Source: an optimization exercise on an open RTL-to-GDS flow (aim: small area, a short achievable clock period and few clock cycles per item). Production flows keep margins and buffers that such runs may drop. Only simulation tests tie the RTL to the original design; equivalence was not proved. Power and IR drop assume default switching activity.

==> flow/design.v (excerpt) <==
module topModule(
    input clock,
    input reset,
    input start,
    input [7:0] input_a,
    input [7:0] input_b,
    output reg done,
    output [7:0] result
);
Settings: LEC_CHECK=0, ABC_AREA=1, CAP_MARGIN=20, CORE_AREA=2 2 68 68, CTS_BUF_LIST=sky130_fd_sc_hd__clkbuf_2, DIE_AREA=0 0 70 70, SLEW_MARGIN=20; clock period 10.0 ns.
standard.sh (not shown) runs the stock make flow with config.mk's settings and CLKGATE_MAP_FILE= SYNTH_SCRIPT=/design/flow/synth_recipe.tcl, a recipe that flattens the netlist after the stock synthesis.
==> flow/flow/run.sh <==
#!/bin/bash
# The standard layout with these changes:
#  - synthesis maps the logic with our own ABC script (flow/abc.script, area-oriented
#    mapping) instead of ORFS's, and leaves adders to ABC rather than mapping them to
#    full/half-adder cells first (MY_NO_FA). my_synth.tcl is synth_recipe.tcl with an abc
#    wrapper that swaps the script, so the rest of the synthesis (registers and their
#    names) is unchanged;
#  - the port buffers are sky130_fd_sc_hd__buf_1 instead of the slow clkdlybuf4s50_1 that
#    OpenROAD picks by default;
#  - the constant outputs share one tie cell, and CTS inserts no dummy load.
set -euo pipefail
here=$(pwd)
export MY_ABC_SCRIPT=$here/flow/abc.script
export MY_NO_FA=1
bash standard.sh finish \
  "SYNTH_SCRIPT=$here/flow/my_synth.tcl" \
  "BUFFER_PORTS_ARGS=-buffer_cell sky130_fd_sc_hd__buf_1" \
  "SKIP_REPAIR_TIE_FANOUT=1" \
  "CTS_ARGS=-sink_clustering_enable -repair_clock_nets -buf_list sky130_fd_sc_hd__clkbuf_2 -dont_use_dummy_load" > standard.log 2>&1
==> flow/flow/abc.script <==
strash
dch -f
map -a
strash
dch -f
map -D 1800
topo
==> flow/flow/my_synth.tcl <==
proc synth {args} { yosys synth -nofsm -noshare {*}$args }
# Technology mapping with our own ABC script and delay target (MY_ABC_SCRIPT, MY_ABC_D)
# instead of ORFS's; everything else in ORFS's synthesis is unchanged.
proc abc {args} {
  if {[info exists ::env(MY_ABC_SCRIPT)]} {
    set i [lsearch -exact $args -script]
    if {$i >= 0} { lset args [expr {$i + 1}] $::env(MY_ABC_SCRIPT) }
  }
  if {[info exists ::env(MY_ABC_D)]} {
    set i [lsearch -exact $args -D]
    if {$i >= 0} { lset args [expr {$i + 1}] $::env(MY_ABC_D) }
  }
  yosys abc {*}$args
}
# MY_NO_FA: leave adders to ABC instead of mapping them to full/half-adder cells first
if {[info exists ::env(MY_NO_FA)] && $::env(MY_NO_FA)} { set ::env(ADDER_MAP_FILE) "" }
source $::env(SCRIPTS_DIR)/synth.tcl
# left out here: clear keep_hierarchy, flatten, clean up, hide names made inside functions, write 1_2_yosys.v
The baseline completed without violations.
Testbench counts at the start, summed over its fixed seeds: cycles 12,000, items 12,000.
Change:
==> flow/flow/abc.script (replaced) <==
strash
dch -f
map -a
strash
dch -f
map -D 1650
topo
The new run finished with timing, DRC and antenna clean; global-route usage stays flat; via count shrinks slightly; sequential share of layout area is unchanged.
Change:
==> flow/flow/abc.script (replaced) <==
strash
dch -f
map -a
strash
dch -f
map -D 1500
topo
Effect: Power hardly moves. Hold slack gets worse by 0.0037 ns. Clock-buffer cell count stays the same. Via count hardly moves. Cell area stays flat. Critical path depth goes up by 2. Setup slack gets better by 0.051 ns.

## onyx
topModule, a different RTL version from the one above (not shown whole).
Size in the first run: about 100 cells after synthesis, ~9 flip-flops, roughly 28 I/O pins, about 650 um2 of cells after synthesis.
==> flow/design.v (excerpt) <==
module topModule(
    input clock,
    input reset,
    input start,
    input [7:0] input_a,
    input [7:0] input_b,
    output reg done,
    output [7:0] result
);
==> flow/config.mk <==
export PLATFORM = sky130hd
export DESIGN_NAME = topModule
export DESIGN_NICKNAME = topModule
export VERILOG_FILES = /design/flow/design.v
export SDC_FILE = /design/flow/constraint.sdc
export NUM_CORES = 4
export LEC_CHECK = 0
export ABC_AREA = 1
export CAP_MARGIN = 20
export CORE_MARGIN = 2
export CORE_UTILIZATION = 40
export CTS_BUF_LIST = sky130_fd_sc_hd__clkbuf_2
export SLEW_MARGIN = 20
==> flow/constraint.sdc <==
create_clock -name core_clock -period 10.0 [get_ports {clock}]
set_input_delay 2.0000 -clock core_clock [delete_from_list [all_inputs] [get_ports {clock}]]
set_output_delay 2.0000 -clock core_clock [all_outputs]
set_load 0.01 [all_outputs]
==> flow/flow/run.sh <==
#!/bin/bash
# The standard layout with these changes:
#  - synthesis maps the logic with our own ABC script (flow/abc.script, area-oriented
#    mapping) instead of ORFS's, and leaves adders to ABC rather than mapping them to
#    full/half-adder cells first (MY_NO_FA). my_synth.tcl is synth_recipe.tcl with an abc
#    wrapper that swaps the script, so the rest of the synthesis (registers and their
#    names) is unchanged;
#  - the port buffers are sky130_fd_sc_hd__buf_1 instead of the slow clkdlybuf4s50_1 that
#    OpenROAD picks by default.
set -euo pipefail
here=$(pwd)
export MY_ABC_SCRIPT=$here/flow/abc.script
export MY_NO_FA=1
bash standard.sh finish \
  "SYNTH_SCRIPT=$here/flow/my_synth.tcl" \
  "BUFFER_PORTS_ARGS=-buffer_cell sky130_fd_sc_hd__buf_1" > standard.log 2>&1
==> flow/flow/abc.script <==
strash
dch -f
map -a
strash
dch -f
map -a
topo
Scripts as last shown in full above: flow/flow/my_synth.tcl
No stage failed in onyx, and the final checks on the layout all came back clean.
Testbench counts of onyx, summed over its fixed seeds: cycles 12,000, items 12,000.
### onyx -> amber
Settings: setting DIE_AREA to 0 0 62 62 for the first time; removing CORE_UTILIZATION (formerly 40); removing CORE_MARGIN (formerly 2); setting CORE_AREA to 2 2 60 60 for the first time.
Notes after the runs:
Summary of the comparison: proportion of power drawn by the clock network is higher in amber, relative to onyx. Between amber and onyx, the global-route usage is lower for amber. onyx and amber ended up with roughly the same arrival time reported for the critical path endpoint. The highest metal layer used by the detailed router comes out met3 in one run and met4 in the other, namely in amber and onyx respectively.
Input-level comparison between tundra and amber:
Settings: CORE_UTILIZATION: unset -> 40; DIE_AREA: 0 0 62 62 -> unset; CORE_AREA: 2 2 60 60 -> unset; CORE_MARGIN: unset -> 2.
==> flow/flow/abc.script <==
strash
dc2
dch -f
map -a
topo
==> summary.txt <==
Between amber and tundra, the flow reports placed cell count decreasing by more than 10%. Relative to amber, detailed-routing iteration count for the pre-antenna-repair pass has gone down in tundra. Of amber and tundra, amber shows the higher synthesized instance count, with tundra below it. Across both runs, area overhead of the layout relative to synthesis was lower for tundra than for amber. amber was routed with more vias than tundra. Per the comparison of tundra with amber, die footprint lower, area of all placed cells without fillers lower.
The inputs of willow differ from those of tundra as listed below.
Settings: CORE_AREA: unset -> 2 2 68 68; DIE_AREA: unset -> 0 0 70 70; CORE_MARGIN: 2 -> unset; CORE_UTILIZATION: 40 -> unset.
diff --git a/flow/flow/run.sh b/flow/flow/run.sh
--- a/flow/flow/run.sh
+++ b/flow/flow/run.sh
@@ -16 +16,2 @@
-  "BUFFER_PORTS_ARGS=-buffer_cell sky130_fd_sc_hd__buf_1" > standard.log 2>&1
+  "BUFFER_PORTS_ARGS=-buffer_cell sky130_fd_sc_hd__buf_1" \
+  "SETUP_SLACK_MARGIN=6.5" > standard.log 2>&1
==> flow/flow/abc.script <==
strash
dch -f
map -a
strash
dch -f
map -a
topo
--- outcome ---
willow finished end to end and its layout was clean on timing, DRC and antenna.
Maximum clock frequency ends up lower on tundra.
Diff tundra and willow: synthesized area lower in tundra
Run comparison: willow worst setup path startpoint sum_reg[4]; tundra worst setup path startpoint input_b[7]
On willow: synthesized cell count is 8.5% higher than what tundra gave.

[re-timing with driven ports]
Ports are ideal in the flow. The routed layouts listed here were re-timed in OpenROAD.
Step 1 (the two cells are an assumption about what drives the block):
set clk [get_ports {clock}]
set_driving_cell -lib_cell sky130_fd_sc_hd__clkbuf_16 $clk
set_driving_cell -lib_cell sky130_fd_sc_hd__buf_2 [delete_from_list [all_inputs] $clk]
Step 2 adds t to the input delays and takes it off the output delays; t is the mean of the earliest and latest rising clock arrival at the registers after step 1. Input paths then give back, and output paths get back, about the clock's delay inside the block.
Slacks: ideal ports / drivers / drivers and shift; pairs: ideal ports / drivers.
run | t, ns | setup slack, ns | worst setup path after step 2 | latest minus earliest clock arrival (ns) | worst register clock-pin slew, ns
the first run of note 1 | 0.242 | 6.178 / 6.179 / 5.937 | input to register | 0.013 / 0.013 | 0.08 / 0.08
the second run of note 1 | 0.237 | 6.277 / 6.273 / 6.036 | input to register | 0.005 / 0.006 | 0.08 / 0.08
the third run of note 1 | 0.239 | 6.328 / 6.321 / 6.082 | input to register | 0.003 / 0.002 | 0.07 / 0.07
onyx | 0.237 | 6.298 / 6.297 / 6.059 | input to register | 0.003 / 0.003 | 0.08 / 0.08
amber | 0.247 | 6.295 / 6.292 / 6.045 | input to register | 0.001 / 0.002 | 0.08 / 0.08
tundra | 0.242 | 6.081 / 6.074 / 5.832 | input to register | 0.006 / 0.007 | 0.08 / 0.08
willow | 0.253 | 6.565 / 6.543 / 6.335 | input to register | 0.003 / 0.003 | 0.08 / 0.08
After both steps setup and hold are still met in every run listed. The setup slack of amber, which loses most, moves by -0.003 ns with the drivers and by -0.250 ns with both steps.
